What follows belongs to an exercise in optimizing a design on an open flow for small area; a production flow would make more cautious choices. Function was not checked in any run shown here: the RTL went through the layout flow alone. No activity file was given, so power comes from the tool's default toggle rates.

==> flow/design.v (outline; a module is shown in full before it is edited, if it fits) <==
// module fmul_tree: 2114 lines
// module fa3: 5 lines
// module ha2: 4 lines
// module fpu: 197 lines
// module add33: 23 lines
module fpu(input logic clk,
           input logic [2:0] op,
           input logic [31:0] x1,
           input logic [31:0] x2,
           output logic [31:0] y);
  // ...
==> flow/flow/run.sh <==
#!/bin/bash
# The standard layout, with the port buffers that placement inserts
# made sky130_fd_sc_hd__buf_1 (the standard flow picks a larger buffer).
set -euo pipefail
export BUFFER_PORTS_ARGS="-buffer_cell sky130_fd_sc_hd__buf_1"
bash standard.sh > standard.log 2>&1
==> flow/standard.sh <==
#!/bin/bash
# synth_recipe.tcl (not shown) runs the flow's synth.tcl, then flattens the netlist and writes it again
# the make line also repeats each setting of config.mk as NAME=value (left out here)
make -C /OpenROAD-flow-scripts/flow DESIGN_CONFIG=/design/flow/config.mk WORK_HOME=/design/flow/orfs CLKGATE_MAP_FILE= SYNTH_SCRIPT=/design/flow/synth_recipe.tcl "${@:-finish}"
==> flow/config.mk <==
export PLATFORM = sky130hd
export DESIGN_NAME = fpu
export DESIGN_NICKNAME = fpu
export VERILOG_FILES = /design/flow/design.v
export SDC_FILE = /design/flow/constraint.sdc
export NUM_CORES = 4
export LEC_CHECK = 0
export CAP_MARGIN = 20
export CORE_MARGIN = 2
export CORE_UTILIZATION = 40
export CTS_BUF_LIST = sky130_fd_sc_hd__clkbuf_8
export SLEW_MARGIN = 20
export SYNTH_HIERARCHICAL = 1
==> flow/constraint.sdc <==
create_clock -name core_clock -period 10.0 [get_ports {clk}]
set_input_delay 2.0000 -clock core_clock [delete_from_list [all_inputs] [get_ports {clk}]]
set_output_delay 2.0000 -clock core_clock [all_outputs]
set_load 0.01 [all_outputs]
==> impl_metrics.tcl, run 1 <==
set metrics [dict create \
    outcome "complete, no violations" \
    grt_util_met3_pct 5.40 \
    antenna_found_initial 0 \
    post_cts_resized 0 \
    grt.busiest_layer "met2" \
    grt_use_met1_pct 37.7 \
    fin_nets 2990 \
    seq-power_mw 0.776 \
    grt_overflow 0 \
    fin_util_pct 43.1 \
    p_clk_mw 0.429 \
    crit_path_end "y[2]" \
    critPathTopFamily "compound AO/OA/AOI/OAI gates" \
    cts_buffers 17 \
    timing.final.crit_period_ns 9.08 \
    start_util_pct 40.5 \
    grt_util_met2_pct 46.0 \
    dp_cells 3123 \
    fin_ws_ns 0.925 \
    drt_wl_total_um 79300 \
    power_density_mw_per_mm2 237 \
    clk_pin_slew_worst_paths_ns 0.08 \
    grt_pass1_vias 20100 \
    wl_met3_um 7410 \
    worstHoldPathCells 0 \
    worstSetupStartpoint "rm[29]$_DFF_P_" \
    largest_cell_class "multi-input gates" \
]
==> run 2, diff against run 1 <==
--- a/flow/config.mk
+++ b/flow/config.mk
@@ -10,4 +10,6 @@
 export CORE_UTILIZATION = 40
 export CTS_BUF_LIST = sky130_fd_sc_hd__clkbuf_8
+export CTS_CLUSTER_DIAMETER = 100
+export CTS_CLUSTER_SIZE = 30
 export SLEW_MARGIN = 20
 export SYNTH_HIERARCHICAL = 1
==> impl_metrics.tcl, run 2 <==
set metrics [dict create \
    outcome "complete, no violations" \
    fin_nets 2990 \
    crit_required_ns 8.00 \
    reg2reg_to "rm[31]$_DFF_P_" \
    drtIter0Drc 2081 \
    cts_setup_buffers 0 \
    clk_pin_slew_worst_paths_ns 0.08 \
    worstSetupStartpoint "rm[29]$_DFF_P_" \
    crit_path_end "y[2]" \
    worstRegToRegCells 24 \
    critPathMaxFanout 30 \
    max_freq_mhz 110 \
    antenna_found_initial 0 \
    fp.dieW_um 237 \
    whs_ns 0.335 \
    combPwrFrac_pct 78.1 \
    clock_tree.root_cell "clkbuf_8" \
    htree_num_levels 4 \
    finalSetupViolCount 0 \
    route.detailed.drc 0 \
    netlist_instances 2420 \
    clock_power_share_pct 7.8 \
    crit_path_max_incr_delay_ns 0.48 \
    critPathLaunchType "flip-flop" \
    place_area_mm2 0.0228 \
    die_area_mm2 0.0563 \
    grtUsageTotal_pct 28.3 \
    reg_top3 "rb x33, rm x32, ra x26" \
    core_mm2 0.0538 \
    rsz0062_at_grt "no" \
    cts_tree "built" \
    registers.top_by_ff_count "rb" \
    peakVddDrop_mv 0.158 \
    drive_gt1_share_pct 6.79 \
    cts.sinks 119 \
    timing.rr.start "rinv$_DFF_P_" \
    crit_slowest_cell "nor4_1" \
    grt_max_degree 58 \
    p_seq_share_pct 14.1 \
    layout_common_cells "547 x nand2_1, 427 x fa_1, 158 x inv_1" \
    slew_headroom_pct 26.6 \
    antenna_left 0 \
    io_buffers 99 \
    wire_per_inst_um 25.1 \
    mostFrequentLayoutCell "nand2_1" \
    tightestPinTransition_ns 1.10 \
    synth_area_mm2 0.0218 \
    pre_cts_ws_ns 1.22 \
    clk_latency_ns 0.44 \
    firstDrtPassIters 6 \
    worstPathArrival_ns 7.08 \
    dp_hpwl_um 59300 \
    cts_buffers 17 \
    fin_ws_ns 0.925 \
    start_util_pct 40.5 \
    gp_congestion 0.970 \
    pin_count 100 \
    power.internal_mw 2.53 \
    avgSynthCellArea_um2 9.00 \
    via_count 19200 \
    largest_reg_flops 33 \
    syn_to_final_growth_pct 6.48 \
    crit_path_end_kind "output pin" \
    grt_pass1_vias 20100 \
    n_antenna_cell 0 \
    clockBufferDepth 2 \
    swShare_pct 53.9 \
    drt_wl_total_um 79300 \
    finClkSkew_ns 0.0104 \
    post_cts_resized 0 \
    vias_per_cell 6.09 \
    crit_type "flip-flop to output pin" \
    rrSetupSlack_ns 1.29 \
    fin_setup_tns_ns 0 \
    slew_violations 0 \
    hold_class "flip-flop to flip-flop" \
    p_switching_mw 2.96 \
    post-route-period-util_pct 90.8 \
    grt_pass1_wl_um 122000 \
    grt_overflow 0 \
    hold_viol 0 \
    rows 85 \
    timing.final.crit_period_ns 9.08 \
    yosysWarnings 7 \
    final_area_mm2 0.0232 \
    cts_hold_buf 0 \
    power_density_mw_per_mm2 237 \
    die_h_um 237 \
    max-cap-violations 0 \
    leakagePower_nw 9.31 \
]
[run 2: cell counts in the layout (fill, tap and decap cells not counted)]
Identical to the previous run, type by type.
[run 2: power by group through the flow]
stage	registers, mW	logic [mW]	clock network, mW
after floorplan	0.678	2.90	0
after global routing	0.787	4.74	0.460
after global placement	0.782	4.12	0
final	0.776	4.29	0.429
after CTS	0.770	4.22	0.438
after detailed placement	0.782	4.21	0
[run 2: final cells by class]
class	instances	area (µm²)
fillers	5323	30600
multi-input cells	1979	18000
flip-flops and latches	119	2380
repair buffers	166	881
well taps	696	871
inverters	163	612
clock buffers	17	234
clock inverters	15	156
[run 2: worst max-delay path, delay by kind of cell (launching register included)]
kind | cells | cell delay, ns
compound gates | 9 | 2.11
simple gates | 9 | 2.10
xor+xnor | 1 | 0.12
flops | 1 | 0.34
fa+ha+maj | 2 | 0.61
buf+inv | 6 | 1.31
[run 2: how the worst min path moves through the flow]
stage                        end         from  slack (ns)  cells after the start
floorplan           rmz2$_DFF_P_  rmz$_DFF_P_        0.31                      0
global placement    rmz2$_DFF_P_  rmz$_DFF_P_        0.32                      0
detailed placement  rmz2$_DFF_P_  rmz$_DFF_P_        0.32                      0
CTS                 rmz2$_DFF_P_  rmz$_DFF_P_        0.34                      0
global route        rmz2$_DFF_P_  rmz$_DFF_P_        0.35                      0
finish              rmz2$_DFF_P_  rmz$_DFF_P_        0.33                      0
[run 2: metrics by stage]
stage	total power, mW	utilization [%]	instances
after global placement	4.90	42.3	3123
after detailed placement	4.99	42.4	3123
after global routing	5.99	43.1	3155
after floorplan	3.58	-	2423
final	5.50	43.1	3155
after CTS	5.43	43.1	3155
[run 2: per-layer routing]
layer	up-vias	track usage (%)	wire length, µm	part of all wire [%]
li1	8150	-	-	-
met1	9741	37.7	32500	41
met2	1117	46.0	36600	46
met3	213	5.40	7410	9.3
met4	0	9.93	2790	3.5
met5	-	0	0	0

==> re-timing with driven ports <==
Ports are ideal in the flow. The routed layouts listed here were re-timed in OpenROAD.
Step 1 (the two cells are an assumption about what drives the block):
set clk [get_ports {clk}]
set_driving_cell -lib_cell sky130_fd_sc_hd__clkbuf_16 $clk
set_driving_cell -lib_cell sky130_fd_sc_hd__buf_2 [delete_from_list [all_inputs] $clk]
Step 2 moves the port delays by t, midway between the first and last clock arrival at a register: inputs arrive t later, outputs are due t later. That takes back most of the time a late clock gives input paths.
Slacks: ideal ports / drivers / drivers and shift; pairs: ideal ports / drivers.
run	t, ns	setup slack, ns	hold slack, ns	worst setup path at the end	slew at the worst register clock pin (ns)
run 1	0.483	0.925 / 0.877 / 1.293	0.335 / 0.335 / 0.335	register to register	0.08 / 0.08
run 2	0.483	0.925 / 0.877 / 1.293	0.335 / 0.335 / 0.335	register to register	0.08 / 0.08
After both steps setup and hold are still met in every run listed.
